This design comes from an exercise in tuning for small area on the open sky130 flow, not from production work.
The RTL was checked by simulation tests, not by an equivalence proof against the original design.
Power figures rest on the tool's default switching activity, not on a simulated workload.

<file path="flow/flow/run.sh">
#!/bin/bash
# Layout flow: the standard synthesis, then the combinational logic re-mapped
# for area by Yosys/ABC (flip-flops untouched), then the standard ORFS layout
# with the port buffers made from buf_2. Each tool's output goes to a log here.
set -euo pipefail
W=$PWD
R=$W/orfs/results/sky130hd/ad9637_datapath/base
BP="BUFFER_PORTS_ARGS=-buffer_cell sky130_fd_sc_hd__buf_2"
LIB=$FLOW_HOME/platforms/sky130hd/lib/sky130_fd_sc_hd__tt_025C_1v80.lib
bash standard.sh "$BP" synth > make_synth.log 2>&1
cp "$R/1_2_yosys.v" "$W/std_1_2_yosys.v"
sed -e "s#@LIB@#$LIB#g" -e "s#@IN@#$W/std_1_2_yosys.v#" -e "s#@OUT@#$W/remap_1_2_yosys.v#" \
    -e "s#@ABC@#$W/flow/area.abc#" flow/remap.ys > remap_run.ys
yosys -s remap_run.ys > yosys_remap.log 2>&1
cp "$W/remap_1_2_yosys.v" "$R/1_2_yosys.v"
rm -f "$R/1_synth.odb" "$R/1_synth.sdc"
bash standard.sh "$BP" finish > make_finish.log 2>&1
</file>
<file path="flow/flow/area.abc">
strash
dch -f
amap
strash
dch -f
amap
strash
dch -f
amap
strash
dch -f
amap
strash
dch -f
amap
strash
dch -f
amap
strash
dch -f
amap
strash
dch -f
amap
strash
dch -f
map -D 3000
topo
</file>
<file path="flow/flow/remap.ys">
# Re-map the combinational logic of the standard synthesis for area. The
# flip-flops (and tie cells) stay as the standard synthesis made them, with
# the same instance names and cell types.
read_liberty -ignore_miss_func @LIB@
read_verilog @IN@
hierarchy -top ad9637_datapath
setattr -mod -set keep_hierarchy 1 sky130_fd_sc_hd__df* sky130_fd_sc_hd__edf* sky130_fd_sc_hd__conb_1
flatten
blackbox sky130_fd_sc_hd__*
opt_clean -purge
abc -liberty @LIB@ -script @ABC@ -dont_use *lpflow* -dont_use *probe*
opt_clean -purge
read_liberty -lib -ignore_redef @LIB@
hilomap -singleton -hicell sky130_fd_sc_hd__conb_1 HI -locell sky130_fd_sc_hd__conb_1 LO
splitnets
opt_clean -purge
check -assert
stat -liberty @LIB@
write_verilog -noattr -nohex -nodec @OUT@
</file>
<file path="flow/standard.sh">
#!/bin/bash
# synth_recipe.tcl (not shown) runs the flow's synth.tcl, then flattens the netlist and writes it again
# the make line also repeats each setting of config.mk as NAME=value (left out here)
make -C /OpenROAD-flow-scripts/flow DESIGN_CONFIG=/design/flow/config.mk WORK_HOME=/design/flow/orfs CLKGATE_MAP_FILE= SYNTH_SCRIPT=/design/flow/synth_recipe.tcl "${@:-finish}"
</file>
<file path="flow/config.mk">
export PLATFORM = sky130hd
export DESIGN_NAME = ad9637_datapath
export DESIGN_NICKNAME = ad9637_datapath
export VERILOG_FILES = /design/flow/design.v
export SDC_FILE = /design/flow/constraint.sdc
export NUM_CORES = 4
export LEC_CHECK = 0
export CAP_MARGIN = 20
export CORE_MARGIN = 2
export CORE_UTILIZATION = 40
export CTS_CLUSTER_DIAMETER = 80
export CTS_CLUSTER_SIZE = 20
export GPL_TIMING_DRIVEN = 0
export SETUP_SLACK_MARGIN = 0.1
export SLEW_MARGIN = 20
</file>
<file path="flow/constraint.sdc">
create_clock -name core_clock -period 5.0 [get_ports {clk}]
set_input_delay 1.0000 -clock core_clock [delete_from_list [all_inputs] [get_ports {clk}]]
set_output_delay 1.0000 -clock core_clock [all_outputs]
set_load 0.01 [all_outputs]
</file>
<file path="flow/design.v">
module utile_To_Pulse(
	input		clk,
	input		signal_in,
	output	reg	pulse_out
	);
	reg		temp_state;
	always	@(posedge clk)	begin
		temp_state	<= signal_in;
		pulse_out	<= signal_in & ~temp_state;
	end
endmodule
module Grar_Box_6b_2_12b(
	input				clk,
	input				rst,
	input				ce,			 
	input				rise,		 
	input		[5:0]	data_in,
	input				order,
	output	reg [11:0]	data_out
	);
	reg		[5:0]	w;
	reg				o1;
	always	@(posedge clk)	begin
		if (ce) begin
			w	<= data_in;
			o1	<= order;
		end
	end
	wire	[5:0]	hi = order ? data_in : (o1 ? data_out[11:6] : w);
	wire	[5:0]	lo = order ? (o1 ? w : data_out[5:0]) : data_in;
	always	@(posedge clk)	begin
		if (rst)
			data_out <= 12'd0;
		else if (rise)
			data_out <= {hi, lo};
	end
endmodule
module add_operation
(
	input				rst,
	input 				clk,
	input				ce,			 
	input				pc,			 
	input				chg,		 
	input 		[10:0]	add_times,
	input				at_nz,		 
	input				en,
	input		[11:0]	data_in,
	output	wire [22:0]	res,
	output	reg			res_ok
	);
	reg		[10:0]	cnt_add;
	reg		[11:0]	sum_lo;
	reg		[10:0]	sum_hi;
	reg				carry;
	reg		[22:0]	res_q;
	reg				flag_add_times_changed;
	assign	res = res_q;
	wire	clr  = ~en | flag_add_times_changed;
	wire	lt   = cnt_add < add_times;
	wire	run  = ~clr & ~pc;
	wire	keep = ~ce | (run & lt);
	wire	add  = ce & run;
	wire	ld   = ce & run & ~lt;
	wire	inc  = ce & ~clr & (pc ? at_nz : lt);
	always	@(posedge clk)	begin
		{carry, sum_lo}	<= {1'b0, keep ? sum_lo : 12'd0} + {1'b0, add ? data_in : 12'd0};
		sum_hi		<= keep ? sum_hi + {10'd0, carry} : 11'd0;
		cnt_add		<= (keep ? cnt_add : 11'd0) + {10'd0, inc};
	end
	always	@(posedge clk)	begin
		if (rst) begin
			flag_add_times_changed <= 1'b0;
			res_ok		<= 1'b0;
		end
		else begin
			if (ce)
				flag_add_times_changed <= en & chg;
			if (ce & clr)
				res_ok	<= 1'b0;
			else if (ld)
				res_ok	<= 1'b1;
		end
	end
	always	@(posedge clk)	begin
		if (ld)
			res_q <= {sum_hi, sum_lo};
	end
endmodule
module Data_processing
	(
	input		wire			clk,
	input		wire			rst,
	input		wire	[367:0]	res_all,	 
	input		wire	[15:0]	res_ok,
	input		wire			en_trans,
	input		wire			S_AXIS_tready,
	output		wire	[3:0]	S_AXIS_tkeep,
	output		wire			S_AXIS_tlast,
	output		wire			S_AXIS_tvalid,
	output		wire	[31:0]	S_AXIS_tdata
	);
	localparam	IDLE = 2'b00, LAST = 2'b01, WAIT = 2'b10, BEAT = 2'b11;
	wire			en_pulse;
	reg		[1:0]	state;
	reg		[15:0]	sel;
	reg		[22:0]	beat_data;
	wire	[3:0]	cnt_ch;
	assign	cnt_ch[0] = sel[1] | sel[3] | sel[5] | sel[7] | sel[9] | sel[11] | sel[13] | sel[15];
	assign	cnt_ch[1] = sel[2] | sel[3] | sel[6] | sel[7] | sel[10] | sel[11] | sel[14] | sel[15];
	assign	cnt_ch[2] = |sel[7:4] | (|sel[15:12]);
	assign	cnt_ch[3] = |sel[15:8];
	assign S_AXIS_tkeep  = 4'b1111;
	assign S_AXIS_tvalid = state[0];
	assign S_AXIS_tlast  = state[0];
	assign S_AXIS_tdata  = {cnt_ch & {4{state[0]}}, 5'd0, beat_data & {23{state[0]}}};
	utile_To_Pulse u_to_pulse_en(
		.clk		(clk),
		.signal_in	(en_trans),
		.pulse_out	(en_pulse)
	);
	reg		[22:0]	sel_res;
	integer	i;
	always @(*) begin
		sel_res = 23'd0;
		for (i = 0; i < 16; i = i + 1)
			sel_res = sel_res | (res_all[i*23 +: 23] & {23{sel[i] & res_ok[i]}});
	end
	always @(posedge clk) begin
		if (rst) begin
			state	<= IDLE;
			sel		<= 16'd1;
		end
		else if (!state[1]) begin
			sel		<= 16'd1;
			state	<= (en_pulse && S_AXIS_tready) ? WAIT : IDLE;
		end
		else if (S_AXIS_tready) begin
			if (state == WAIT)
				state	<= sel[15] ? LAST : BEAT;
			else begin
				state	<= WAIT;
				sel		<= {sel[14:0], sel[15]};
			end
		end
	end
	always @(posedge clk) begin
		if (state == WAIT && S_AXIS_tready)
			beat_data	<= sel_res;
	end
endmodule
module ad9637_datapath (
	input	wire			clk,
	input	wire			rst,			 
	input	wire			adc0_word_valid,	 
	input	wire	[47:0]	adc0_word,			 
	input	wire			adc1_word_valid,
	input	wire	[47:0]	adc1_word,
	input	wire	[15:0]	bit_order,
	input	wire	[15:0]	en_data_process,
	input	wire			en_trans,
	input	wire	[10:0]	add_times_cfg,
	input	wire			debug_choise,
	output	wire	[5:0]	led_data_show,
	input	wire			M_AXIS_tready,
	output	wire	[3:0]	M_AXIS_tkeep,
	output	wire			M_AXIS_tlast,
	output	wire			M_AXIS_tvalid,
	output	wire	[31:0]	M_AXIS_tdata,
	output	wire			M_AXIS_aresetn
);
	assign	led_data_show[5:0] = (debug_choise == 1'b1) ? adc1_word[5:0] : adc0_word[5:0];
	assign	M_AXIS_aresetn = ~rst;
	reg		[1:0]	phase;
	reg		[1:0]	pc;
	reg		[10:0]	add_times_copy0, add_times_copy1;
	wire	[1:0]	valid = {adc1_word_valid, adc0_word_valid};
	wire	[1:0]	first = ~phase;
	wire	[1:0]	rise  = valid & phase & {2{~rst}};
	wire	[1:0]	chg;
	assign	chg[0] = add_times_cfg != add_times_copy0;
	assign	chg[1] = add_times_cfg != add_times_copy1;
	always @(posedge clk) begin
		if (rst) begin
			phase <= 2'b00;
			pc <= 2'b11;
		end
		else begin
			phase <= phase ^ valid;
			pc <= pc & ~rise;
		end
		if (rst | rise[0])
			add_times_copy0 <= add_times_cfg;
		if (rst | rise[1])
			add_times_copy1 <= add_times_cfg;
	end
	wire	[95:0]	word = {adc1_word, adc0_word};
	wire	[191:0]	sample;
	wire	[367:0]	res_all;
	wire	[15:0]	res_ok;
	genvar	g;
	generate
		for (g = 0; g < 16; g = g + 1) begin: gen_ch
			Grar_Box_6b_2_12b GB(
				.clk		(clk),
				.rst		(rst),
				.ce			(first[g/8]),
				.rise		(rise[g/8]),
				.data_in	(word[g*6 +: 6]),
				.order		(bit_order[g]),
				.data_out	(sample[g*12 +: 12])
			);
			add_operation ACC(
				.rst		(rst),
				.clk		(clk),
				.ce			(rise[g/8]),
				.pc			(pc[g/8]),
				.chg		(chg[g/8]),
				.at_nz		(|add_times_cfg),
				.add_times	(add_times_cfg),
				.en			(en_data_process[g]),
				.data_in	(sample[g*12 +: 12]),
				.res		(res_all[g*23 +: 23]),
				.res_ok		(res_ok[g])
			);
		end
	endgenerate
	Data_processing	u_data_processing(
		.clk			(clk),
		.rst			(rst),
		.res_all		(res_all),
		.res_ok			(res_ok),
		.en_trans		(en_trans),
		.S_AXIS_tready	(M_AXIS_tready),
		.S_AXIS_tkeep	(M_AXIS_tkeep),
		.S_AXIS_tlast	(M_AXIS_tlast),
		.S_AXIS_tvalid	(M_AXIS_tvalid),
		.S_AXIS_tdata	(M_AXIS_tdata)
	);
endmodule
</file>
==> results of run 1 <==
## metal layers
metal / vias up / part of all wire, % / routed length (µm)
met5: - / 0.031 / 55
met4: 8 / 3.9 / 6976
met3: 274 / 9.5 / 16900
met2: 1713 / 45 / 79640
met1: 21400 / 42 / 74880
li1: 21660 / - / -
## final timing paths
check | from | end | slack (ns) | depth (start not counted)
worst max register to register | u_data_processing.sel[10]$_SDFFE_PP0P_ | u_data_processing.beat_data[1]$_DFFE_PP_ | 0.27 | 6
worst min register to register | gen_ch[2].ACC.sum_lo[5]$_DFF_P_ | gen_ch[2].ACC.res_q[5]$_DFFE_PP_ | 0.44 | 0
worst max-delay path | add_times_cfg[5] | gen_ch[2].ACC.carry$_DFF_P_ | 0.23 | 28
worst min-delay path | en_trans | u_data_processing.u_to_pulse_en.temp_state$_DFF_P_ | 0.40 | 1
## cell type report
cell class / count / share of cell area, %
diodes: 4 / 0.01587
flip-flops and latches: 1333 / 50.66
repair buffers: 278 / 3.133
multi-input cells: 3773 / 32.30
clock inverters: 21 / 0.3849
inverters: 938 / 6.037
well taps: 1781 / 3.534
repair inverters: 9 / 0.1250
clock buffers: 133 / 3.807
## flip-flops by register name, summed over array words and instances, names as in the netlist, 2 cells and up
signal / flops
u_data_processing.sel: 16
gen_ch.ACC.flag_add_times_changed: 16
gen_ch.ACC.sum_hi: 176
u_data_processing.state: 2
gen_ch.ACC.res_ok: 16
gen_ch.GB.o1: 16
u_data_processing.beat_data: 23
gen_ch.ACC.sum_lo: 192
gen_ch.GB.data_out: 192
gen_ch.ACC.carry: 16
pc: 2
gen_ch.GB.w: 96
add_times_copy1: 11
add_times_copy0: 11
phase: 2
gen_ch.ACC.cnt_add: 176
gen_ch.ACC.res_q: 368
## per-stage QoR
stage	hold WS (ns)	instances	TNS (ns)	setup slack [ns]	power [mW]
4_1_cts	0.3519	8215	0	0.09054	20.70
3_5_place_dp	0.4190	8020	-750.47	-3.103	13.39
2_1_floorplan	0.3656	6033	0	0.1036	12.88
5_1_grt	0.3861	8267	0	0.06745	21.32
6_report	0.3969	8270	0	0.2277	20.68
3_3_place_gp	0.4155	7995	-1406.25	-4.803	13.34
## worst max-delay path: stages
cell and delay, ns:
buf_4 0.33, inv_8 0.15, nand2_1 0.08, o21ai_0 0.07, o22ai_1 0.14, a21oi_1 0.08
o22ai_1 0.12, o21ai_0 0.12, o221ai_1 0.13, o21ai_4 0.17, o21ai_4 0.21, buf_12 0.17
buf_16 0.18, nand3_1 0.13, clkinv_1 0.08, a21boi_0 0.12, nand2_1 0.11, a31oi_1 0.12
o21bai_1 0.29, nand3_1 0.11, nand2_1 0.10, clkinv_1 0.07, nand2_1 0.05, nand2_1 0.10
o21ai_2 0.19, and2_2 0.18, nor2_1 0.10, o41ai_4 0.54
## what timing repair did
action,in CTS,in global routing
cloned,10,10
gates resized for setup,107,76
buffers inserted,31,41
pin swaps,14,19
setup endpoints to repair,648,63
## power by group through the flow
| stage | sequential [mW] | clock, mW | combinational (mW) |
|---|---|---|---|
| floorplan | 12.1 | 0 | 0.801 |
| global placement | 12.1 | 0 | 1.19 |
| detailed placement | 12.2 | 0 | 1.24 |
| CTS | 11.9 | 7.48 | 1.31 |
| global route | 12.0 | 7.84 | 1.51 |
| finish | 11.9 | 7.39 | 1.37 |
==> reports/qor.txt, run 1 <==
Core area -> 0.1358 mm²
Final worst path period need -> 4.772 ns
Setup-failing EPs final -> 0
Commonest non-fill, non-tap cells in the layout -> clkinv_1, nand2_1, dfxtp_1
Element type at the critical path start -> primary input
Met2 global-route usage -> 38.90%
Tightest Pin Transition -> 1.162 ns
Hold Buf Count CTS -> 0
Die Wd -> 374.4 µm
Combinational share of power -> 6.6%
DRT Pass-1 Iters -> 6
Initial drt markers -> 4,893
Sequential cell area -> 0.03195 mm²
Max-slew headroom -> 22.02%
Wire length per cell -> 21.58 µm
Footprint of the multi-input gates -> 0.02037 mm²
WS Path Type -> in -> reg
Total GRT Usage -> 24.34%
Dpl cell area -> 0.05886 mm²
Largest net degree at the start of global routing -> 41
Vias in the first global route -> 40,490
H-tree levels -> 3
Clk pwr share -> 35.8%
Number of port buffers -> 181
Final hold vios -> 0
Max Slew Vio Count -> 0
Fill cell count -> 12,880
Final Cell Area -> 0.06306 mm²
Initial Util -> 40.41%
Clock tree root driver cell -> clkbuf_16
Reg clk slew, reported paths -> 0.09 ns
NumNets Final -> 6,562
DRC Markers -> 0
Detail Route Antenna Nets -> 0
Sw frac -> 24.77%
Layout cells sized above 1 -> 9.437%
Worst skew pair latency -> 0.72 ns
Lkg Pwr -> 21.94 nW
Mapped Cells -> 6,026
Yosys Warn Count -> 5
Max-cap violations -> 0
Clk sinks -> 1,333
RSZ-0062 raised after global routing -> yes
Die footprint -> 0.1402 mm²
Clock tree buffer depth -> 3
Int Power -> 15.55 mW
Crit path DAT -> 5.34 ns
# IOs -> 191
Worst Clk Skew -> 0.03520 ns
Grt peak-use layer -> met2
First-pass GRT wire length -> 255,200 µm
Crit Path Max Fanout -> 26
Drt total wl -> 178,400 µm
Avg Inst Size Synth -> 9.107 µm²
Commonest non-fill, non-tap cell in the layout -> clkinv_1
Worst setup EP type -> register
Sequential power share -> 57.6%
Crit share post-route -> 95.45%
FMAX -> 209.5 MHz
Area grow syn2layout -> 14.92%
DR vias -> 45,050
Min-delay worst type -> in -> reg
Switching pwr -> 5.122 mW
Fin util -> 46.44%
Met3 Use GR -> 4.468%
Mapped Area -> 0.05488 mm²
Placer Congestion -> 0.9073
Initial antenna violation count -> 14
Total global routing overflow -> 0
Worst Path Required -> 5.56 ns
Post-DP HPWL -> 123,500 µm
Met1 usage -> 32.93%
FP Rows -> 135
Outcome -> timing/DRC/antenna clean
Cell Pwr Density -> 327.8 mW/mm²
CTS buffer count -> 83
Die height -> 374.4 µm
CTS tree -> built
Vias per cell -> 5.447
Peak supply drop -> 0.0002757 V
==> run 2: changes to the inputs <==
--- a/flow/flow/area.abc
+++ b/flow/flow/area.abc
@@ -24,5 +24,26 @@
 amap
 strash
 dch -f
-map -D 3000
+amap
+strash
+dch -f
+amap
+strash
+dch -f
+amap
+strash
+dch -f
+amap
+strash
+dch -f
+amap
+strash
+dch -f
+amap
+strash
+dch -f
+amap
+strash
+dch -f
+amap
 topo
==> reports/qor.txt, run 2 <==
Outcome -> timing/DRC/antenna clean
Avg Inst Size Synth -> 9.795 µm²
Worst Path Required -> 5.58 ns
Number of port buffers -> 181
Cell Pwr Density -> 324.8 mW/mm²
Crit Path Max Fanout -> 8
Die Wd -> 367.5 µm
Final worst path period need -> 4.772 ns
Post-DP HPWL -> 121,500 µm
Placer Congestion -> 0.9118
# IOs -> 191
Hold Buf Count CTS -> 0
Combinational share of power -> 7.3%
First-pass GRT wire length -> 249,000 µm
Die height -> 367.5 µm
Lkg Pwr -> 22.36 nW
CTS buffer count -> 80
Placed cells -> 7,388
Switching pwr -> 4.996 mW
Finished Layout Cells -> 7,713
Area grow syn2layout -> 19.24%
Worst Clk Skew -> 0.03620 ns
FP Rows -> 133
Worst setup EP type -> register
H-tree levels -> 3
Crit share post-route -> 95.45%
Detail Route Antenna Nets -> 0
Reg clk slew, reported paths -> 0.09 ns
Clock tree root driver cell -> clkbuf_16
Fin util -> 47.99%
CTS tree -> built
Core area -> 0.1313 mm²
Max Slew Vio Count -> 0
Initial drt markers -> 4,301
Tightest Pin Transition -> 1.257 ns
Met2 WL -> 77,520 µm
Clock tree buffer depth -> 3
Final hold vios -> 0
Final WS setup -> 0.2276 ns
Commonest non-fill, non-tap cells in the layout -> dfxtp_1, nor2_1, edfxtp_1
Total GRT Usage -> 24.74%
Post-place setup slack -> -2.665 ns
DR vias -> 43,540
Die footprint -> 0.1350 mm²
Wire length per cell -> 22.79 µm
Worst skew pair latency -> 0.70 ns
Peak supply drop -> 0.0002711 V
Cell at the slowest stage of the critical path -> o32ai_2
Vias in the first global route -> 38,530
Int Power -> 15.47 mW
Crit path max-delay family -> compound AO/OA/AOI/OAI gates
Setup total negative slack -> 0 ns
Clk pwr share -> 34.4%
Max-cap violations -> 0
Min-delay worst type -> reg -> reg
Sum of buffers and inverters on the critical path -> 4
Max FFs per register -> 368
Yosys Warn Count -> 5
Total global routing overflow -> 0
Initial antenna violation count -> 6
Most frequent CP cell -> nand2_2
Critical path depth -> 38
Element type at the critical path start -> primary input
RSZ-0062 raised after global routing -> yes
Sw frac -> 24.41%
Power, Total -> 20.47 mW
Initial Util -> 40.25%
Crit path DAT -> 5.35 ns
Setup-failing EPs final -> 0
Metal-1 WL -> 74,650 µm
Layout cells sized above 1 -> 14.29%
Commonest non-fill, non-tap cell in the layout -> dfxtp_1
Hold depth -> 1
NumNets Final -> 6,037
Mapped Area -> 0.05285 mm²
CP max stage delay -> 0.27 ns
Max-slew headroom -> 15.95%
Mapped Cells -> 5,395
Vias per cell -> 5.645
WS Path Type -> in -> reg
Reg2reg path depth -> 33
DRT Pass-1 Iters -> 9
Clk sinks -> 1,333
Worst hold slack -> 0.3919 ns
FMAX -> 209.5 MHz
Dpl cell area -> 0.05759 mm²
Highest metal used -> met5
Largest net degree at the start of global routing -> 57
DRC Markers -> 0
Met3 routed WL -> 14,340 µm
Sequential power share -> 58.2%
Final Cell Area -> 0.06302 mm²
Biggest register -> gen_ch.ACC.res_q
Drt total wl -> 175,800 µm
[run 2: power groups by stage]
stage	logic, mW	registers, mW	clock network (mW)
5_1_grt	1.63	12.0	7.52
2_1_floorplan	0.828	12.1	0
4_1_cts	1.39	11.9	7.15
3_5_place_dp	1.30	12.1	0
6_report	1.50	11.9	7.05
3_3_place_gp	1.24	12.1	0
[run 2: what timing repair did]
action,in CTS,in global routing
resized for setup,100,283
endpoints found under the hold margin,0,0
cloned,14,6
setup buffers,58,95
pin swaps,35,125
endpoints found under the setup margin,250,89
[run 2: worst paths after layout]
path	start	end	slack [ns]
worst max-delay path	add_times_cfg[1]	gen_ch[14].ACC.sum_lo[11]$_DFF_P_	0.23
worst min-delay path	u_data_processing.u_to_pulse_en.temp_state$_DFF_P_	u_data_processing.u_to_pulse_en.pulse_out$_DFF_P_	0.39
worst max register to register	gen_ch[6].ACC.cnt_add[1]$_DFF_P_	gen_ch[6].ACC.sum_lo[11]$_DFF_P_	0.38
worst min register to register	u_data_processing.u_to_pulse_en.temp_state$_DFF_P_	u_data_processing.u_to_pulse_en.pulse_out$_DFF_P_	0.39
[run 2: final cells by class]
type,instances,area [µm²]
diodes,2,5.005
clock buffers,132,2312
clock inverters,15,160.2
fillers,12100,68280
inverters,420,1780
multi-input cells,3659,21150
flip-flops and latches,1333,31940
well taps,1755,2196
repair buffers,394,3422
repair inverters,3,41.29
[run 2: routing by layer]
metal	vias up	track usage, %
li1	20860	-
met1	20720	33.90
met2	1607	38.57
met3	347	3.378
met4	6	11.89
met5	-	0
==> run 3: changes to the inputs <==
--- a/flow/design.v
+++ b/flow/design.v
@@ -62,9 +62,12 @@
 	wire	keep = ~ce | (run & lt);
 	wire	add  = ce & run;
 	wire	ld   = ce & run & ~lt;
+	wire	[12:0]	sum_plus = {1'b0, sum_lo} + {1'b0, data_in};
 	wire	inc  = ce & ~clr & (pc ? at_nz : lt);
 	always	@(posedge clk)	begin
-		{carry, sum_lo}	<= {1'b0, keep ? sum_lo : 12'd0} + {1'b0, add ? data_in : 12'd0};
+		sum_lo	<= (sum_lo & {12{~ce}}) | (sum_plus[11:0] & {12{ce & run & lt}})
+				 | (data_in & {12{ce & run & ~lt}});
+		carry	<= ce & run & lt & sum_plus[12];
 		sum_hi		<= keep ? sum_hi + {10'd0, carry} : 11'd0;
 		cnt_add		<= (keep ? cnt_add : 11'd0) + {10'd0, inc};
 	end
==> reports/qor.txt, run 3 <==
Crit path DAT -> 5.30 ns
Clock tree buffer depth -> 3
Avg Inst Size Synth -> 9.866 µm²
NumNets Final -> 5,938
Commonest non-fill, non-tap cells in the layout -> dfxtp_1, nor2_1, o22ai_1
Setup-failing EPs final -> 0
Largest net degree at the start of global routing -> 61
Total global routing overflow -> 0
Initial drt markers -> 4,795
Initial Util -> 40.24%
Mapped Area -> 0.05357 mm²
# IOs -> 191
Max FFs per register -> 368
Worst Path Required -> 5.57 ns
Max Slew Vio Count -> 0
Reg clk slew, reported paths -> 0.08 ns
Vias per cell -> 5.894
Vias in the first global route -> 40,540
DRC Markers -> 0
DR vias -> 44,990
Outcome -> timing/DRC/antenna clean
Final worst path period need -> 4.726 ns
FMAX -> 211.6 MHz
DRT Pass-1 Iters -> 7
Biggest register -> gen_ch.ACC.res_q
Crit Path Max Fanout -> 62
Worst setup EP type -> register
Final hold vios -> 0
Max-cap violations -> 0
Element type at the critical path start -> primary input
Clock tree root driver cell -> clkbuf_16
H-tree levels -> 3
Mapped Cells -> 5,430
FP Rows -> 134
First-pass GRT wire length -> 256,500 µm
Die footprint -> 0.1369 mm²
Cell Pwr Density -> 341.0 mW/mm²
Total GRT Usage -> 24.83%
Clk sinks -> 1,333
Max-slew headroom -> 14.38%
Die Wd -> 370.0 µm
Worst skew pair latency -> 0.71 ns
Area grow syn2layout -> 14.39%
Tightest Pin Transition -> 1.284 ns
Placer Congestion -> 0.8898
Layout cells sized above 1 -> 8.504%
Commonest non-fill, non-tap cell in the layout -> dfxtp_1
Drt total wl -> 176,100 µm
WS Path Type -> in -> reg
Initial antenna violation count -> 13
Die height -> 370.0 µm
Lkg Pwr -> 21.07 nW
RSZ-0062 raised after global routing -> yes
CTS tree -> built
Worst Clk Skew -> 0.03323 ns
Core area -> 0.1331 mm²
Post-DP HPWL -> 126,300 µm
Crit share post-route -> 94.53%
Post-place setup slack -> -2.386 ns
Fin util -> 46.03%
Setup total negative slack -> 0 ns
CTS buffer count -> 81
Min-delay worst type -> reg -> reg
Number of port buffers -> 181
Detail Route Antenna Nets -> 0
Peak supply drop -> 0.0002294 V
Wire length per cell -> 23.07 µm
Final WS setup -> 0.2735 ns
Yosys Warn Count -> 5
==> run 3: routing by layer <==
metal | share of wire, % | GRT usage (%) | up-vias
met5 | 0.031 | 0 | -
met4 | 4.3 | 9.967 | 8
met3 | 8.1 | 3.732 | 313
met2 | 45 | 39.06 | 1719
met1 | 43 | 34.32 | 21620
li1 | - | - | 21330
==> run 3: layout make-up <==
type | instances | area (µm²)
tap | 1768 | 2212
timing repair buffer | 265 | 2073
clock buffer | 126 | 2292
fill | 12510 | 71850
timing repair inverter | 3 | 18.77
multi-input combinational | 3524 | 20100
inverter | 584 | 2367
sequential | 1333 | 31940
antenna | 10 | 25.02
clock inverter | 21 | 249.0
==> run 3: final timing paths <==
kind | start | endpoint | slack [ns] | cells after the start
setup / recovery | rst | gen_ch[8].ACC.cnt_add[10]$_DFF_P_ | 0.27 | 16
hold reg to reg | u_data_processing.u_to_pulse_en.temp_state$_DFF_P_ | u_data_processing.u_to_pulse_en.pulse_out$_DFF_P_ | 0.39 | 1
hold / removal | u_data_processing.u_to_pulse_en.temp_state$_DFF_P_ | u_data_processing.u_to_pulse_en.pulse_out$_DFF_P_ | 0.39 | 1
setup reg to reg | phase[1]$_SDFF_PP0_ | gen_ch[8].ACC.cnt_add[10]$_DFF_P_ | 0.34 | 16
==> run 3: what timing repair did <==
action / in CTS / in global routing
resized for setup: 59 / 69
buffers inserted: 17 / 9
hold buffers: 0 / 0
pin swaps: 6 / 10
endpoints found under the setup margin: 326 / 71
gates cloned: 1 / 6
==> run 3: per-stage QoR <==
| step | cell area [µm²] | cells | hold WS, ns | power, mW |
|---|---|---|---|---|
| after CTS | 60810 | 7606 | 0.3948 | 20.92 |
| final | 61280 | 7634 | 0.3899 | 20.90 |
| after floorplan | 53740 | 5437 | 0.3674 | 13.22 |
| after detailed placement | 57860 | 7441 | 0.3834 | 13.83 |
| after global placement | 56860 | 7386 | 0.3774 | 13.74 |
| after global routing | 61260 | 7626 | 0.4155 | 21.60 |
==> run 3: report_power, final <==
group / switching [mW] / total [mW] / internal [mW]
sequential: 0.336 / 12.1 / 11.7
combinational: 1.02 / 1.61 / 0.592
clock: 3.86 / 7.20 / 3.35
==> run 3: critical path, cell delays in order <==
cell and delay, ns:
buf_2 0.39, nor2_4 0.74, buf_16 0.25, buf_12 0.20, clkinv_4 0.52, a31oi_4 0.72, nor2_1 0.11, nand2_1 0.13
nor2_1 0.09, and3_1 0.21, and3_1 0.22, and3_1 0.22, nand2_1 0.10, nor2_1 0.05, nor2_1 0.09, nor2_1 0.05
==> run 4: changes to the inputs <==
--- a/flow/design.v
+++ b/flow/design.v
@@ -63,13 +63,14 @@
 	wire	add  = ce & run;
 	wire	ld   = ce & run & ~lt;
 	wire	[12:0]	sum_plus = {1'b0, sum_lo} + {1'b0, data_in};
-	wire	inc  = ce & ~clr & (pc ? at_nz : lt);
+	wire	[10:0]	cnt_inc = cnt_add + 11'd1;
 	always	@(posedge clk)	begin
 		sum_lo	<= (sum_lo & {12{~ce}}) | (sum_plus[11:0] & {12{ce & run & lt}})
 				 | (data_in & {12{ce & run & ~lt}});
 		carry	<= ce & run & lt & sum_plus[12];
 		sum_hi		<= keep ? sum_hi + {10'd0, carry} : 11'd0;
-		cnt_add		<= (keep ? cnt_add : 11'd0) + {10'd0, inc};
+		cnt_add		<= (cnt_add & {11{~ce}}) | (cnt_inc & {11{ce & run & lt}})
+					 | {10'd0, ce & ~clr & pc & at_nz};
 	end
 	always	@(posedge clk)	begin
 		if (rst) begin
==> reports/qor.txt, run 4 <==
Initial drt markers -> 4,601
DRT Pass-1 Iters -> 6
Yosys Warn Count -> 5
Total global routing overflow -> 0
# IOs -> 191
Number of port buffers -> 181
Min-delay worst type -> reg -> reg
Post-DP HPWL -> 124,200 µm
CP max stage delay -> 0.59 ns
Final WS setup -> 0.3177 ns
Peak supply drop -> 0.0002552 V
Most frequent CP cell -> o221ai_1
Max-cap violations -> 0
Crit path max-delay family -> compound AO/OA/AOI/OAI gates
Area grow syn2layout -> 13.30%
Detail Route Antenna Nets -> 0
Max Slew Vio Count -> 0
Vias in the first global route -> 40,150
WS Path Type -> in -> reg
Post-place setup slack -> -2.062 ns
Biggest register -> gen_ch.ACC.res_q
CTS buffer count -> 81
Outcome -> timing/DRC/antenna clean
Die footprint -> 0.1372 mm²
DR vias -> 44,260
Worst skew pair latency -> 0.69 ns
Sequential cell area -> 0.03194 mm²
Tightest Pin Transition -> 1.147 ns
Sw frac -> 25.05%
H-tree levels -> 3
Max-slew headroom -> 23.09%
Final hold vios -> 0
Dpl cell area -> 0.05802 mm²
Reg clk slew, reported paths -> 0.08 ns
FMAX -> 213.6 MHz
Final Cell Area -> 0.06085 mm²
Largest net degree at the start of global routing -> 69
Clock tree buffer depth -> 3
Commonest non-fill, non-tap cells in the layout -> dfxtp_1, nor2_1, clkinv_1
Initial antenna violation count -> 15
Clk sinks -> 1,333
NumNets Final -> 5,934
Placer Congestion -> 0.8858
CTS tree -> built
Mapped Cells -> 5,459
Footprint of the multi-input gates -> 0.01995 mm²
Crit share post-route -> 93.65%
Worst Clk Skew -> 0.04032 ns
CP Cell Sequence -> buf_2, inv_4, buf_16, o22ai_1, a31oi_1, a21oi_1, o21ai_0, o221ai_1, o221ai_1, o221ai_1, o221ai_1, o221ai_1, o221ai_1, o21ai_0, nand2_1, o21ai_1, nand2_1, clkinvlp_4, nor2_4, buf_16, a211oi_1
FP Rows -> 134
Avg Inst Size Synth -> 9.839 µm²
Crit path DAT -> 5.26 ns
DRC Markers -> 0
Wire length per cell -> 22.44 µm
Core area -> 0.1333 mm²
Combinational share of power -> 7.8%
Worst Path Required -> 5.58 ns
Crit Path Max Fanout -> 19
Fill cell count -> 12,560
Vias per cell -> 5.807
Int Power -> 15.79 mW
Max FFs per register -> 368
Cell at the slowest stage of the critical path -> o21ai_1
Met3 Use GR -> 3.548%
Lkg Pwr -> 20.60 nW
Drt total wl -> 171,000 µm
Layout cells sized above 1 -> 7.415%
Clk pwr share -> 34.2%
Initial Util -> 40.30%
Mapped Area -> 0.05371 mm²
Fin util -> 45.66%
Die Wd -> 370.4 µm
Cell Pwr Density -> 346.3 mW/mm²
Setup-failing EPs final -> 0
RSZ-0062 raised after global routing -> yes
Switching pwr -> 5.278 mW
Grt peak-use layer -> met2
Worst setup EP type -> register
First-pass GRT wire length -> 253,300 µm
Commonest non-fill, non-tap cell in the layout -> dfxtp_1
Met2 global-route usage -> 38.65%
Clock tree root driver cell -> clkbuf_16
Met1 usage -> 33.69%
Die height -> 370.4 µm
Final worst path period need -> 4.682 ns
Total GRT Usage -> 24.39%
Hold Buf Count CTS -> 0
Element type at the critical path start -> primary input
Sum of buffers and inverters on the critical path -> 5
Sequential power share -> 58.0%
run 4: cell types whose count changed in the layout (fill, tap and decap cells not counted), sizes merged, moves of 13 or more:
cell and change:
a211oi +57, a21oi +53, a221oi +15, a22oi +13, and2 -16, buf -24
nand2 -13, nand3 -32, o21a +33, o221ai -41, o22ai -34
run 4: worst paths after layout:
| check | start | endpoint | slack [ns] | cells after the start |
|---|---|---|---|---|
| worst max-delay path | add_times_cfg[1] | gen_ch[2].ACC.sum_lo[5]$_DFF_P_ | 0.32 | 21 |
| worst min-delay path | u_data_processing.u_to_pulse_en.temp_state$_DFF_P_ | u_data_processing.u_to_pulse_en.pulse_out$_DFF_P_ | 0.39 | 1 |
| worst max register to register | phase[1]$_SDFF_PP0_ | gen_ch[9].ACC.cnt_add[10]$_DFF_P_ | 0.78 | 15 |
| worst min register to register | u_data_processing.u_to_pulse_en.temp_state$_DFF_P_ | u_data_processing.u_to_pulse_en.pulse_out$_DFF_P_ | 0.39 | 1 |
run 4: power groups by stage:
| stage | combinational, mW | sequential [mW] | clock, mW |
|---|---|---|---|
| 2_1_floorplan | 1.12 | 12.3 | 0 |
| 3_3_place_gp | 1.55 | 12.4 | 0 |
| 3_5_place_dp | 1.63 | 12.5 | 0 |
| 4_1_cts | 1.64 | 12.2 | 7.31 |
| 5_1_grt | 1.86 | 12.3 | 7.70 |
| 6_report | 1.65 | 12.2 | 7.20 |
run 4: timing repair:
item | CTS | global route
setup endpoints to repair | 435 | 241
setup buffers | 2 | 8
resized for setup | 27 | 28
pin swaps | 1 | 2
run 4: cell type report:
class                   instances  area share (%)
inverters                     599           3.845
flip-flops and latches       1333           52.49
clock buffers                 133           3.894
clock inverters                15          0.2591
repair buffers                239           3.094
diodes                          1        0.004112
multi-input cells            3534           32.78
well taps                    1768           3.635
run 4: routing by layer:
layer | up-vias | wire (µm)
li1 | 21350 | -
met1 | 21150 | 75460
met2 | 1481 | 77030
met3 | 273 | 11670
met4 | 2 | 6852
met5 | - | 13
run 4: through the flow:
| stage | power (mW) | setup TNS, ns | cells | hold WS, ns |
|---|---|---|---|---|
| after floorplan | 13.46 | 0 | 5466 | 0.3674 |
| after global placement | 14.00 | -2080.77 | 7415 | 0.3784 |
| after detailed placement | 14.09 | -530.63 | 7461 | 0.3819 |
| after CTS | 21.16 | 0 | 7611 | 0.3904 |
| after global routing | 21.86 | 0 | 7622 | 0.4136 |
| final | 21.07 | 0 | 7622 | 0.3940 |
==> run 5: changes to the inputs <==
--- a/flow/config.mk
+++ b/flow/config.mk
@@ -9,7 +9,7 @@
 export CORE_MARGIN = 2
 export CORE_UTILIZATION = 40
 export CTS_CLUSTER_DIAMETER = 80
-export CTS_CLUSTER_SIZE = 20
+export CTS_CLUSTER_SIZE = 25
 export GPL_TIMING_DRIVEN = 0
-export SETUP_SLACK_MARGIN = 0.1
+export SETUP_SLACK_MARGIN = 0.03
 export SLEW_MARGIN = 20
==> reports/qor.txt, run 5 <==
Outcome -> timing/DRC/antenna clean
Worst Clk Skew -> 0.03158 ns
Hold Buf Count CTS -> 0
Clock tree root driver cell -> clkbuf_16
FP Rows -> 134
Fill cell count -> 12,510
Cell at the slowest stage of the critical path -> a211oi_4
Clk sinks -> 1,333
Element type at the critical path start -> primary input
Reg clk slew, reported paths -> 0.10 ns
Vias in the first global route -> 40,260
Sum of buffers and inverters on the critical path -> 4
DRC Markers -> 0
FMAX -> 208.5 MHz
Setup total negative slack -> 0 ns
Min-delay worst type -> reg -> reg
Detail Route Antenna Nets -> 0
Most frequent CP cell -> a21oi_1
CTS tree -> built
Clock tree buffer depth -> 3
Final worst path period need -> 4.797 ns
Die footprint -> 0.1372 mm²
Area grow syn2layout -> 12.95%
CP Cell Sequence -> buf_2, inv_4, buf_16, a221oi_1, a21oi_1, o21ai_0, a222oi_1, o32ai_1, o21ai_0, o221a_1, a21oi_1, a21boi_0, nor2_1, o21a_1, a21oi_1, nand2_1, nor2_4, clkinv_1, a211oi_4
Max FFs per register -> 368
Setup-failing EPs final -> 0
Initial antenna violation count -> 10
Tightest Pin Transition -> 1.133 ns
Max Slew Vio Count -> 0
Footprint of the multi-input gates -> 0.01993 mm²
Lkg Pwr -> 20.49 nW
Layout cells sized above 1 -> 7.151%
Vias per cell -> 5.850
Wire length per cell -> 22.43 µm
# IOs -> 191
Crit path DAT -> 5.39 ns
Crit share post-route -> 95.94%
CP max stage delay -> 0.44 ns
Power, Total -> 20.76 mW
Worst skew pair latency -> 0.70 ns
Worst setup EP type -> register
DR vias -> 44,480
CTS buffer count -> 72
Die height -> 370.4 µm
Biggest register -> gen_ch.ACC.res_q
Avg Inst Size Synth -> 9.839 µm²
Crit path max-delay family -> compound AO/OA/AOI/OAI gates
WS Path Type -> in -> reg
Die Wd -> 370.4 µm
Initial Util -> 40.30%
RSZ-0062 raised after global routing -> no
Sequential cell area -> 0.03194 mm²
Largest net degree at the start of global routing -> 69
NumNets Final -> 5,920
Mapped Area -> 0.05371 mm²
Mapped Cells -> 5,459
Max-cap violations -> 0
Total global routing overflow -> 0
H-tree levels -> 3
Worst Path Required -> 5.59 ns
Yosys Warn Count -> 5
Final hold vios -> 0
First-pass GRT wire length -> 251,800 µm
Total GRT Usage -> 24.27%
Cell Pwr Density -> 342.2 mW/mm²
Initial drt markers -> 4,674
Peak supply drop -> 0.0003150 V
Placer Congestion -> 0.8728
Drt total wl -> 170,600 µm
Commonest non-fill, non-tap cells in the layout -> dfxtp_1, nor2_1, clkinv_1
Number of port buffers -> 181
Post-DP HPWL -> 125,300 µm
DRT Pass-1 Iters -> 7
Commonest non-fill, non-tap cell in the layout -> dfxtp_1
Core area -> 0.1333 mm²
Crit Path Max Fanout -> 18
Max-slew headroom -> 24.02%
[run 5: worst paths after layout]
path                                                                          from                                                 to  slack [ns]  cells past startpoint
worst min-delay path            u_data_processing.u_to_pulse_en.temp_state$_DFF_P_  u_data_processing.u_to_pulse_en.pulse_out$_DFF_P_        0.39                      1
worst min register to register  u_data_processing.u_to_pulse_en.temp_state$_DFF_P_  u_data_processing.u_to_pulse_en.pulse_out$_DFF_P_        0.39                      1
worst max-delay path                                              add_times_cfg[2]                        gen_ch[8].ACC.carry$_DFF_P_        0.20                     19
worst max register to register                    gen_ch[2].ACC.cnt_add[2]$_DFF_P_                    gen_ch[2].ACC.sum_lo[6]$_DFF_P_        0.81                     18
[run 5: per-stage QoR]
step	area, µm²	setup WS (ns)	utilization [%]	instances	hold WS, ns
floorplan	53830	0.04411	-	5466	0.3674
global placement	56940	-4.062	42.72	7415	0.3760
detailed placement	58100	-2.070	43.59	7463	0.3839
CTS	60510	0.01711	45.40	7594	0.3730
global route	60670	0.01649	45.51	7602	0.3844
finish	60670	0.2031	45.52	7603	0.3904
[run 5: final cells by class]
class / instances / share of cell area (%)
flip-flops and latches: 1333 / 52.65
multi-input cells: 3534 / 32.84
inverters: 599 / 3.838
well taps: 1768 / 3.646
clock buffers: 99 / 3.275
repair buffers: 234 / 3.151
clock inverters: 32 / 0.5836
diodes: 4 / 0.01650
[run 5: worst reg2reg max path, stage by stage, from the launching register on]
cell and delay, ns:
dfxtp_1 0.38, o22ai_1 0.09, a31oi_1 0.14, a21oi_1 0.06, o21ai_0 0.08, o221ai_1 0.13, o221ai_1 0.09, o221ai_1 0.14
o221ai_1 0.10, o221ai_1 0.16, o221ai_1 0.10, o21ai_0 0.11, nand2_1 0.08, o21ai_1 0.35, nand2_1 0.40, clkinv_1 0.66
nor2_4 0.64, buf_16 0.23, a211oi_1 0.11
[run 5: power by group]
group	switching [mW]	internal (mW)
Sequential	0.408	11.8
Clock	3.89	2.99
Combinational	1.04	0.616
Total	5.34	15.4
[run 5: routing by layer]
metal / GRT usage (%) / vias to the layer above / wire length, µm
li1: - / 21320 / -
met1: 33.33 / 21290 / 74860
met2: 38.40 / 1560 / 76730
met3: 3.709 / 311 / 11630
met4: 9.686 / 4 / 7314
met5: 0 / - / 30
[run 5: timing repair]
action | 4_1_cts | 5_1_grt
setup buffers | 0 | 3
pin swaps | 0 | 2
resized for setup | 25 | 16
endpoints found under the setup margin | 382 | 127
==> run 6: changes to the inputs <==
--- a/flow/config.mk
+++ b/flow/config.mk
@@ -9,7 +9,7 @@
 export CORE_MARGIN = 2
 export CORE_UTILIZATION = 40
 export CTS_CLUSTER_DIAMETER = 80
-export CTS_CLUSTER_SIZE = 25
+export CTS_CLUSTER_SIZE = 20
 export GPL_TIMING_DRIVEN = 0
 export SETUP_SLACK_MARGIN = 0.03
 export SLEW_MARGIN = 20
==> reports/qor.txt, run 6 <==
Finished Layout Cells -> 7,621
Crit path max-delay family -> compound AO/OA/AOI/OAI gates
Most frequent CP cell -> o221ai_1
WS Path Type -> in -> reg
Detail Route Antenna Nets -> 0
Yosys Warn Count -> 5
Tightest Pin Transition -> 1.131 ns
Final worst path period need -> 4.730 ns
Max-cap violations -> 0
DRT Pass-1 Iters -> 9
Avg Inst Size Synth -> 9.839 µm²
Wire length per cell -> 22.50 µm
Biggest register -> gen_ch.ACC.res_q
Worst skew pair latency -> 0.71 ns
Vias per cell -> 5.844
Lkg Pwr -> 20.57 nW
Area grow syn2layout -> 13.25%
Outcome -> timing/DRC/antenna clean
Clock tree root driver cell -> clkbuf_16
Final WS setup -> 0.2702 ns
FP Rows -> 134
Worst Clk Skew -> 0.03362 ns
Crit path DAT -> 5.26 ns
Initial Util -> 40.30%
Cell at the slowest stage of the critical path -> clkinv_1
Total global routing overflow -> 0
Sum of buffers and inverters on the critical path -> 4
Reg clk slew, reported paths -> 0.08 ns
Commonest non-fill, non-tap cell in the layout -> dfxtp_1
Peak supply drop -> 0.0002849 V
Post-DP HPWL -> 125,300 µm
Drt total wl -> 171,400 µm
H-tree levels -> 3
DRC Markers -> 0
Total GRT Usage -> 24.30%
NumNets Final -> 5,930
FMAX -> 211.4 MHz
Commonest non-fill, non-tap cells in the layout -> dfxtp_1, nor2_1, clkinv_1
Met2 global-route usage -> 38.68%
Worst setup EP type -> register
Number of port buffers -> 181
Mapped Cells -> 5,459
Met3 Use GR -> 3.567%
Initial drt markers -> 4,528
Fill cell count -> 12,530
Die footprint -> 0.1372 mm²
Crit share post-route -> 94.60%
CTS buffer count -> 81
Grt peak-use layer -> met2
First-pass GRT wire length -> 252,600 µm
DR vias -> 44,530
Power, Total -> 21.01 mW
Cell Pwr Density -> 345.4 mW/mm²
Clock tree buffer depth -> 3
CTS tree -> built
Setup-failing EPs final -> 0
Max FFs per register -> 368
Min-delay worst type -> reg -> reg
Met1 usage -> 33.25%
Element type at the critical path start -> primary input
Max Slew Vio Count -> 0
Placer Congestion -> 0.8728
Hold Buf Count CTS -> 0
Worst Path Required -> 5.53 ns
Initial antenna violation count -> 11
Mapped Area -> 0.05371 mm²
Vias in the first global route -> 40,450
# IOs -> 191
Placed cells -> 7,463
RSZ-0062 raised after global routing -> no
Layout cells sized above 1 -> 7.164%
Final hold vios -> 0
Die Wd -> 370.4 µm
Crit Path Max Fanout -> 18
Post-place setup slack -> -2.070 ns
Largest net degree at the start of global routing -> 69
CP Cell Sequence -> buf_2, inv_4, o22ai_1, a31oi_1, a21oi_1, o21ai_0, o221ai_1, o221ai_1, o221ai_1, o221ai_1, o221ai_1, o221ai_1, o21ai_0, nand2_1, o21ai_1, nand2_1, clkinv_1, nor2_4, buf_16, a211oi_1
CP max stage delay -> 0.67 ns
Max-slew headroom -> 24.12%
Die height -> 370.4 µm
Clk sinks -> 1,333
Core area -> 0.1333 mm²
run 6: worst register-to-register path, cell delays in order, from the launching register on:
cell,delay [ns]
dfxtp_1,0.37
o22ai_1,0.09
a31oi_1,0.14
a21oi_1,0.06
o21ai_0,0.08
o221ai_1,0.13
o221ai_1,0.09
o221ai_1,0.14
o221ai_1,0.10
o221ai_1,0.15
o221ai_1,0.10
o21ai_0,0.11
nand2_1,0.09
o21ai_1,0.37
nand2_1,0.39
clkinv_1,0.67
nor2_4,0.63
buf_16,0.22
a211oi_1,0.12
run 6: layout make-up:
type | count | area, µm² | area share [%]
flip-flops and latches | 1333 | 31940 | 52.51
multi-input cells | 3534 | 19920 | 32.75
inverters | 599 | 2332 | 3.834
clock buffers | 127 | 2262 | 3.719
well taps | 1768 | 2212 | 3.636
repair buffers | 235 | 1919 | 3.155
clock inverters | 21 | 234.0 | 0.3846
diodes | 4 | 10.01 | 0.01645
run 6: path summary, 6_finish.rpt:
| check | start | slack, ns | cells after the start | end |
|---|---|---|---|---|
| hold reg to reg | u_data_processing.u_to_pulse_en.temp_state$_DFF_P_ | 0.39 | 1 | u_data_processing.u_to_pulse_en.pulse_out$_DFF_P_ |
| setup reg to reg | gen_ch[2].ACC.cnt_add[2]$_DFF_P_ | 0.79 | 18 | gen_ch[2].ACC.sum_lo[4]$_DFF_P_ |
| setup / recovery | add_times_cfg[2] | 0.27 | 20 | gen_ch[2].ACC.sum_lo[4]$_DFF_P_ |
| hold / removal | u_data_processing.u_to_pulse_en.temp_state$_DFF_P_ | 0.39 | 1 | u_data_processing.u_to_pulse_en.pulse_out$_DFF_P_ |
run 6: metrics by stage:
stage	cell area (µm²)	utilization, %	TNS, ns	hold slack [ns]
6_report	60830	45.64	0	0.3891
5_1_grt	60830	45.64	0	0.4061
4_1_cts	60670	45.52	0	0.3923
3_5_place_dp	58100	43.59	-537.72	0.3839
3_3_place_gp	56940	42.72	-2136.24	0.3760
2_1_floorplan	53830	-	0	0.3674
run 6: repair_timing:
item                                    4_1_cts  5_1_grt
gates resized for setup                      26       16
setup buffers                                 0        4
endpoints found under the setup margin      386      148
pin swaps                                     0        2
run 6: power by group:
part           leakage, nW  total, mW  internal, mW  switching [mW]
combinational         7.76       1.66         0.616            1.04
clock                 1.19       7.13          3.25            3.88
sequential            11.6       12.2          11.8           0.409
run 6: per-layer routing:
layer	part of all wire, %	routed length [µm]
met1	44	74880
met2	45	77340
met3	6.9	11900
met4	4.3	7290
met5	0.017	30
==> run 7: changes to the inputs <==
--- a/flow/flow/run.sh
+++ b/flow/flow/run.sh
@@ -5,7 +5,7 @@
 set -euo pipefail
 W=$PWD
 R=$W/orfs/results/sky130hd/ad9637_datapath/base
-BP="BUFFER_PORTS_ARGS=-buffer_cell sky130_fd_sc_hd__buf_2"
+BP="BUFFER_PORTS_ARGS=-buffer_cell sky130_fd_sc_hd__buf_1"
 LIB=$FLOW_HOME/platforms/sky130hd/lib/sky130_fd_sc_hd__tt_025C_1v80.lib
 bash standard.sh "$BP" synth > make_synth.log 2>&1
 cp "$R/1_2_yosys.v" "$W/std_1_2_yosys.v"
==> reports/qor.txt, run 7 <==
Reg clk slew, reported paths -> 0.08 ns
Layout cells sized above 1 -> 4.489%
Detail Route Antenna Nets -> 0
Initial antenna violation count -> 13
Die height -> 370.4 µm
FP Rows -> 134
Element type at the critical path start -> primary input
Grt peak-use layer -> met2
Int Power -> 15.80 mW
Die Wd -> 370.4 µm
Worst hold slack -> 0.3897 ns
Clock tree buffer depth -> 3
RSZ-0062 raised after global routing -> yes
Core area -> 0.1333 mm²
Sw frac -> 25.15%
Avg Inst Size Synth -> 9.839 µm²
DRC Markers -> 0
Wire length per cell -> 22.38 µm
Total GRT Usage -> 24.34%
Max FFs per register -> 368
Worst skew pair latency -> 0.70 ns
Clock tree root driver cell -> clkbuf_16
Outcome -> timing/DRC/antenna clean
CTS tree -> built
Clk pwr share -> 34.3%
Mapped Area -> 0.05371 mm²
Crit share post-route -> 94.99%
Largest net degree at the start of global routing -> 69
Drt total wl -> 170,800 µm
FMAX -> 210.6 MHz
WS Path Type -> in -> reg
Met1 usage -> 33.52%
Power, Total -> 21.11 mW
Switching pwr -> 5.308 mW
Yosys Warn Count -> 5
CTS buffer count -> 82
Lkg Pwr -> 20.13 nW
Vias per cell -> 5.817
Vias in the first global route -> 40,250
Mapped Cells -> 5,459
Placer Congestion -> 0.8752
Tightest Pin Transition -> 1.159 ns
Cell Pwr Density -> 347.7 mW/mm²
Final WS setup -> 0.2505 ns
Crit Path Max Fanout -> 24
Die footprint -> 0.1372 mm²
Sequential power share -> 57.9%
Area grow syn2layout -> 13.03%
Final worst path period need -> 4.749 ns
Commonest non-fill, non-tap cell in the layout -> dfxtp_1
Max-cap violations -> 0
Worst Path Required -> 5.61 ns
Total global routing overflow -> 0
DR vias -> 44,390
Initial Util -> 40.30%
Crit path DAT -> 5.36 ns
Commonest non-fill, non-tap cells in the layout -> dfxtp_1, nor2_1, clkinv_1
NumNets Final -> 5,937
Final hold vios -> 0
Max Slew Vio Count -> 0
Met2 global-route usage -> 38.81%
Combinational share of power -> 7.7%
Biggest register -> gen_ch.ACC.res_q
Worst Clk Skew -> 0.02660 ns
Worst setup EP type -> register
Met3 Use GR -> 3.581%
# IOs -> 191
First-pass GRT wire length -> 251,800 µm
Post-DP HPWL -> 124,900 µm
DRT Pass-1 Iters -> 7
H-tree levels -> 3
Max-slew headroom -> 22.27%
Setup-failing EPs final -> 0
Peak supply drop -> 0.0002642 V
Post-place setup slack -> -2.824 ns
Clk sinks -> 1,333
Number of port buffers -> 181
Initial drt markers -> 4,435
Min-delay worst type -> reg -> reg
-- run 7: per-layer routing --
layer  part of all wire [%]  vias up
li1                       -    21360
met1                     44    21220
met2                     45     1555
met3                    7.2      262
met4                    3.6        2
met5                 0.0076        -
-- run 7: final timing paths --
| path | start | endpoint | slack, ns | cells past startpoint |
|---|---|---|---|---|
| worst max-delay path | add_times_cfg[3] | gen_ch[0].ACC.sum_lo[10]$_DFF_P_ | 0.25 | 19 |
| worst min-delay path | u_data_processing.u_to_pulse_en.temp_state$_DFF_P_ | u_data_processing.u_to_pulse_en.pulse_out$_DFF_P_ | 0.39 | 1 |
| worst max register to register | gen_ch[12].GB.data_out[0]$_SDFFE_PP0P_ | gen_ch[12].ACC.carry$_DFF_P_ | 0.91 | 21 |
| worst min register to register | u_data_processing.u_to_pulse_en.temp_state$_DFF_P_ | u_data_processing.u_to_pulse_en.pulse_out$_DFF_P_ | 0.39 | 1 |
-- run 7: what timing repair did --
item | 4_1_cts | 5_1_grt
setup endpoints to repair | 860 | 208
pin swaps | 0 | 4
hold endpoints to repair | 0 | 0
gates resized for setup | 40 | 18
hold buffers | 0 | 0
setup buffers | 0 | 9
-- run 7: layout make-up --
type	count	area [µm²]
antenna	4	10.01
inverter	599	2356
clock buffer	135	2419
multi-input combinational	3534	19920
tap	1768	2212
fill	12570	72580
timing repair buffer	241	1697
sequential	1333	31940
clock inverter	17	158.9
-- run 7: metrics by stage --
stage	util, %	setup TNS (ns)	instances	instance area, µm²
after floorplan	-	0	5466	53830
after global placement	42.55	-2867.93	7415	56720
after detailed placement	43.40	-1319.48	7465	57850
after CTS	45.43	0	7617	60560
after global routing	45.55	0	7630	60710
final	45.55	0	7631	60710
-- run 7: power groups by stage --
stage | clock (mW) | combinational, mW | sequential (mW)
2_1_floorplan | 0 | 1.12 | 12.3
3_3_place_gp | 0 | 1.53 | 12.4
3_5_place_dp | 0 | 1.61 | 12.5
4_1_cts | 7.37 | 1.63 | 12.2
5_1_grt | 7.77 | 1.84 | 12.3
6_report | 7.25 | 1.63 | 12.2
-- run 7: worst max-delay path, cell delays in order --
cell        delay, ns
buf_2            0.46
clkinv_4         0.38
o221ai_1         0.28
o21ai_0          0.13
a222oi_1         0.28
nor2_1           0.09
a221oi_1         0.23
a21oi_1          0.07
o21a_1           0.13
a21oi_1          0.11
o21a_1           0.14
a21oi_1          0.05
o21a_1           0.15
a21oi_2          0.45
nor3b_1          0.38
nand2_1          0.35
clkinvlp_4       0.40
o211ai_1         0.14
o221ai_1         0.09
==> run 8: changes to the inputs <==
--- a/flow/config.mk
+++ b/flow/config.mk
@@ -9,7 +9,7 @@
 export CORE_MARGIN = 2
 export CORE_UTILIZATION = 40
 export CTS_CLUSTER_DIAMETER = 80
-export CTS_CLUSTER_SIZE = 20
+export CTS_CLUSTER_SIZE = 25
 export GPL_TIMING_DRIVEN = 0
 export SETUP_SLACK_MARGIN = 0.03
 export SLEW_MARGIN = 20
==> reports/qor.txt, run 8 <==
Outcome -> timing/DRC/antenna clean
Vias per cell -> 5.812
Hold Buf Count CTS -> 0
Total global routing overflow -> 0
Yosys Warn Count -> 5
Min-delay worst type -> reg -> reg
Max-slew headroom -> 24.22%
Worst setup EP type -> register
# IOs -> 191
Cell Pwr Density -> 345.5 mW/mm²
Initial drt markers -> 4,603
DR vias -> 44,240
Crit Path Max Fanout -> 24
Clk sinks -> 1,333
Hold depth -> 1
FP Rows -> 134
CTS buffer count -> 75
Clock tree buffer depth -> 3
Initial antenna violation count -> 16
Commonest non-fill, non-tap cells in the layout -> dfxtp_1, nor2_1, clkinv_1
Area grow syn2layout -> 12.87%
Core area -> 0.1333 mm²
Mapped Cells -> 5,459
Lkg Pwr -> 20.10 nW
Worst Path Required -> 5.58 ns
Final hold vios -> 0
Placer Congestion -> 0.8752
Power, Total -> 20.95 mW
Die Wd -> 370.4 µm
Reg2reg path depth -> 21
Biggest register -> gen_ch.ACC.res_q
Number of port buffers -> 181
Drt total wl -> 170,600 µm
NumNets Final -> 5,930
Worst Clk Skew -> 0.03829 ns
Layout cells sized above 1 -> 4.622%
Max Slew Vio Count -> 0
Setup-failing EPs final -> 0
Max-cap violations -> 0
DRC Markers -> 0
Commonest non-fill, non-tap cell in the layout -> dfxtp_1
Clock tree root driver cell -> clkbuf_16
Vias in the first global route -> 40,220
Total GRT Usage -> 24.27%
Die footprint -> 0.1372 mm²
FMAX -> 209.8 MHz
Worst hold slack -> 0.3900 ns
RSZ-0062 raised after global routing -> yes
DRT Pass-1 Iters -> 8
Peak supply drop -> 0.0002356 V
WS Path Type -> in -> reg
Largest net degree at the start of global routing -> 69
Mapped Area -> 0.05371 mm²
Wire length per cell -> 22.42 µm
Max FFs per register -> 368
Tightest Pin Transition -> 1.130 ns
Setup total negative slack -> 0 ns
Initial Util -> 40.30%
Post-DP HPWL -> 124,900 µm
Element type at the critical path start -> primary input
Worst skew pair latency -> 0.70 ns
Crit share post-route -> 95.33%
Detail Route Antenna Nets -> 0
Avg Inst Size Synth -> 9.839 µm²
Die height -> 370.4 µm
Final worst path period need -> 4.766 ns
Reg clk slew, reported paths -> 0.10 ns
H-tree levels -> 3
First-pass GRT wire length -> 251,200 µm
CTS tree -> built
Crit path DAT -> 5.35 ns
## run 8: stage by stage
stage | utilization, % | instances | worst slack, ns | instance area (µm²)
2_1_floorplan | - | 5466 | 0.04411 | 53830
3_3_place_gp | 42.55 | 7415 | -4.707 | 56720
3_5_place_dp | 43.40 | 7465 | -2.824 | 57850
4_1_cts | 45.37 | 7600 | 0.05656 | 60470
5_1_grt | 45.48 | 7612 | 0.02195 | 60630
6_report | 45.48 | 7612 | 0.2336 | 60630
## run 8: what timing repair did
action	4_1_cts	5_1_grt
resized for setup	39	21
setup buffers	0	9
pin swaps	0	4
endpoints found under the setup margin	866	237
## run 8: final timing paths
path                                                 startpoint                                                 to  slack (ns)
min          u_data_processing.u_to_pulse_en.temp_state$_DFF_P_  u_data_processing.u_to_pulse_en.pulse_out$_DFF_P_        0.39
max                                            add_times_cfg[3]                       gen_ch[15].ACC.carry$_DFF_P_        0.23
min reg2reg  u_data_processing.u_to_pulse_en.temp_state$_DFF_P_  u_data_processing.u_to_pulse_en.pulse_out$_DFF_P_        0.39
max reg2reg              gen_ch[12].GB.data_out[0]$_SDFFE_PP0P_                       gen_ch[12].ACC.carry$_DFF_P_        0.87
## run 8: power breakdown
part | total (mW) | internal, mW | switching [mW]
sequential | 12.2 | 11.8 | 0.407
clock | 7.09 | 3.09 | 4.00
combinational | 1.64 | 0.599 | 1.04
total | 20.9 | 15.5 | 5.45
## run 8: critical path: stages
cell	delay (ns)
buf_2	0.46
clkinv_4	0.38
o221ai_1	0.30
o221ai_1	0.14
o21ai_0	0.12
o21a_1	0.14
a221oi_1	0.04
a221oi_1	0.23
nor2_1	0.09
o21a_1	0.11
a21oi_1	0.11
o21a_1	0.13
a21oi_1	0.04
o21a_1	0.13
a21oi_1	0.33
nand4_1	0.23
nor2_4	0.47
clkinv_2	0.40
a211oi_2	0.42
## run 8: area by class of cell
cell class	count	area [µm²]
fillers	12570	72660
flip-flops and latches	1333	31940
multi-input cells	3534	19930
inverters	599	2356
well taps	1768	2212
clock buffers	99	2051
repair buffers	241	1697
clock inverters	36	439.2
diodes	2	5.005
## run 8: layer usage
| metal | routed length [µm] | vias to the layer above | track usage, % |
|---|---|---|---|
| met5 | 55 | - | 0 |
| met4 | 6645 | 8 | 9.053 |
| met3 | 12090 | 257 | 3.870 |
| met2 | 77350 | 1523 | 38.64 |
| met1 | 74490 | 21140 | 33.24 |
| li1 | - | 21310 | - |
==> run 9: changes to the inputs <==
--- a/flow/config.mk
+++ b/flow/config.mk
@@ -7,9 +7,10 @@
 export LEC_CHECK = 0
 export CAP_MARGIN = 20
 export CORE_MARGIN = 2
-export CORE_UTILIZATION = 40
+export CORE_UTILIZATION = 60
 export CTS_CLUSTER_DIAMETER = 80
 export CTS_CLUSTER_SIZE = 25
 export GPL_TIMING_DRIVEN = 0
+export PLACE_DENSITY = 0.7
 export SETUP_SLACK_MARGIN = 0.03
 export SLEW_MARGIN = 20
==> reports/qor.txt, run 9 <==
Die footprint -> 0.09193 mm²
Highest metal used -> met5
Final hold vios -> 0
Clk sinks -> 1,333
Initial antenna violation count -> 6
Outcome -> timing/DRC/antenna clean
# IOs -> 191
Placer Congestion -> 0.9074
Worst r2r src -> gen_ch[10].ACC.cnt_add[1]$_DFF_P_
Total GRT Usage -> 33.76%
Final WS setup -> 0.2607 ns
Reg2reg path depth -> 15
Commonest non-fill, non-tap cells in the layout -> dfxtp_1, nor2_1, clkinv_1
Max-cap violations -> 0
Max-slew headroom -> 21.29%
Initial Util -> 60.68%
Biggest register -> gen_ch.ACC.res_q
RSZ-0062 raised after global routing -> no
Worst Clk Skew -> 0.01648 ns
Min-delay worst type -> reg -> reg
Worst skew pair latency -> 0.69 ns
NumNets Final -> 5,916
Mapped Area -> 0.05371 mm²
Vias in the first global route -> 38,940
DRT Pass-1 Iters -> 6
FMAX -> 211.0 MHz
Finished Layout Cells -> 6,985
DR vias -> 44,360
FP Rows -> 109
Final worst path period need -> 4.739 ns
Crit path DAT -> 5.36 ns
Met2 WL -> 71,890 µm
Reg clk slew, reported paths -> 0.11 ns
Max Slew Vio Count -> 0
H-tree levels -> 2
Die height -> 303.2 µm
Number of port buffers -> 181
Area grow syn2layout -> 10.17%
Avg Inst Size Synth -> 9.839 µm²
CTS tree -> built
Wire length per cell -> 22.83 µm
Vias per cell -> 6.350
Post-DP HPWL -> 116,500 µm
Clock tree root driver cell -> clkbuf_16
Crit share post-route -> 94.79%
Worst setup path endpoint -> gen_ch[1].ACC.sum_lo[9]$_DFF_P_
Yosys Warn Count -> 5
Worst setup EP type -> register
Element type at the critical path start -> primary input
Post-place setup slack -> -2.852 ns
Crit Path Max Fanout -> 28
Worst r2r dst -> gen_ch[10].ACC.sum_hi[5]$_SDFF_PN0_
DRC Markers -> 0
Crit. Startpoint -> add_times_cfg[1]
Metal-1 WL -> 67,230 µm
Max FFs per register -> 368
WS Path Type -> in -> reg
CTS buffer count -> 61
Detail Route Antenna Nets -> 0
Commonest non-fill, non-tap cell in the layout -> dfxtp_1
Total global routing overflow -> 0
First-pass GRT wire length -> 234,200 µm
Core area -> 0.08851 mm²
Worst reg-to-reg setup slack -> 0.91 ns
Initial drt markers -> 5,311
Largest net degree at the start of global routing -> 69
Worst Path Required -> 5.62 ns
Placed cells -> 6,860
Setup-failing EPs final -> 0
Clock tree buffer depth -> 3
Lkg Pwr -> 19.71 nW
Setup total negative slack -> 0 ns
Die Wd -> 303.2 µm
Layout cells sized above 1 -> 3.832%
Drt total wl -> 159,400 µm
Tightest Pin Transition -> 1.173 ns
Peak supply drop -> 0.0003676 V
Met3 routed WL -> 12,930 µm
Mapped Cells -> 5,459
Cell Pwr Density -> 333.8 mW/mm²
-- run 9: report_power, final --
part	switching, mW	internal, mW
clock	3.47	2.44
sequential	0.403	11.8
combinational	1.03	0.595
total	4.90	14.9
-- run 9: stage by stage --
| step | power (mW) | area, µm² | hold WS [ns] | utilization, % |
|---|---|---|---|---|
| after floorplan | 13.46 | 53830 | 0.3674 | - |
| after global placement | 13.94 | 55960 | 0.3718 | 63.23 |
| after detailed placement | 14.04 | 57040 | 0.3857 | 64.44 |
| after CTS | 19.76 | 59000 | 0.3969 | 66.65 |
| after global routing | 20.44 | 59170 | 0.4176 | 66.85 |
| final | 19.75 | 59170 | 0.4034 | 66.85 |
-- run 9: worst max-delay path: stages --
cell	delay, ns
clkdlybuf4s15_2	0.51
inv_8	0.18
o22ai_1	0.17
a31oi_1	0.07
o32ai_1	0.26
o21a_1	0.16
a21oi_1	0.04
o21ai_0	0.09
o221ai_1	0.13
o221ai_1	0.11
o21ai_0	0.12
o21a_1	0.13
a21oi_1	0.12
o21a_1	0.15
nor2_1	0.06
o21a_1	0.11
a21oi_2	0.32
clkinv_1	0.19
nor3_2	0.45
nand2_1	0.36
clkinv_1	0.36
o211ai_1	0.15
o221ai_1	0.09
-- run 9: timing repair --
| item | in CTS | in global routing |
|---|---|---|
| gates resized for setup | 39 | 29 |
| endpoints found under the setup margin | 866 | 182 |
| hold buffers | 0 | 0 |
| buffers inserted | 0 | 10 |
| cloned | 0 | 1 |
| hold endpoints to repair | 0 | 0 |
| pin swaps | 0 | 2 |
-- run 9: final cells by class --
class / instances / area (µm²)
repair buffers: 240 / 1655
flip-flops and latches: 1333 / 31940
clock buffers: 104 / 1760
diodes: 1 / 2.502
clock inverters: 8 / 73.82
fillers: 7110 / 29340
repair inverters: 1 / 7.507
well taps: 1165 / 1458
inverters: 599 / 2347
multi-input cells: 3534 / 19930
-- run 9: worst min path at each step --
stage / startpoint / end / slack, ns / depth (start not counted)
after floorplan: u_data_processing.u_to_pulse_en.temp_state$_DFF_P_ / u_data_processing.u_to_pulse_en.pulse_out$_DFF_P_ / 0.37 / 1
after global placement: u_data_processing.u_to_pulse_en.temp_state$_DFF_P_ / u_data_processing.u_to_pulse_en.pulse_out$_DFF_P_ / 0.37 / 1
after detailed placement: u_data_processing.u_to_pulse_en.temp_state$_DFF_P_ / u_data_processing.u_to_pulse_en.pulse_out$_DFF_P_ / 0.39 / 1
after CTS: en_trans / u_data_processing.u_to_pulse_en.temp_state$_DFF_P_ / 0.40 / 1
after global routing: u_data_processing.u_to_pulse_en.temp_state$_DFF_P_ / u_data_processing.u_to_pulse_en.pulse_out$_DFF_P_ / 0.42 / 1
final: u_data_processing.u_to_pulse_en.temp_state$_DFF_P_ / u_data_processing.u_to_pulse_en.pulse_out$_DFF_P_ / 0.40 / 1
-- run 9: metal layers --
metal | vias to the layer above | track usage, %
met5 | - | 0
met3 | 296 | 4.191
met2 | 1825 | 53.43
met1 | 20960 | 47.30
li1 | 21280 | -
met4 | 4 | 14.07

## static timing again, ports no longer ideal
Ports are ideal in the flow. The routed layouts listed here were re-timed in OpenROAD. Step 1 assumes that a clkbuf_16 drives the clock port and a buf_2 every other input. Step 2, shift: input delay + t, output delay - t, t = (earliest + latest rising clock arrival at the registers) / 2. This alone moves slack from input paths to output paths. a / b / c = ideal / step 1 / step 2; a / b = the first two.
run	shift t [ns]	setup slack, ns
run 1	0.773	0.228 / 0.268 / -0.505
run 2	0.758	0.228 / 0.122 / -0.637
run 3	0.772	0.274 / 0.325 / -0.447
run 4	0.750	0.318 / 0.352 / -0.397
run 5	0.768	0.203 / 0.241 / -0.528
run 6	0.764	0.270 / 0.320 / -0.445
run 7	0.774	0.251 / 0.299 / -0.475
run 8	0.760	0.234 / 0.282 / -0.479
run 9	0.752	0.261 / 0.289 / -0.463
Met with ideal ports but missed after step 2: setup timing in every run listed.
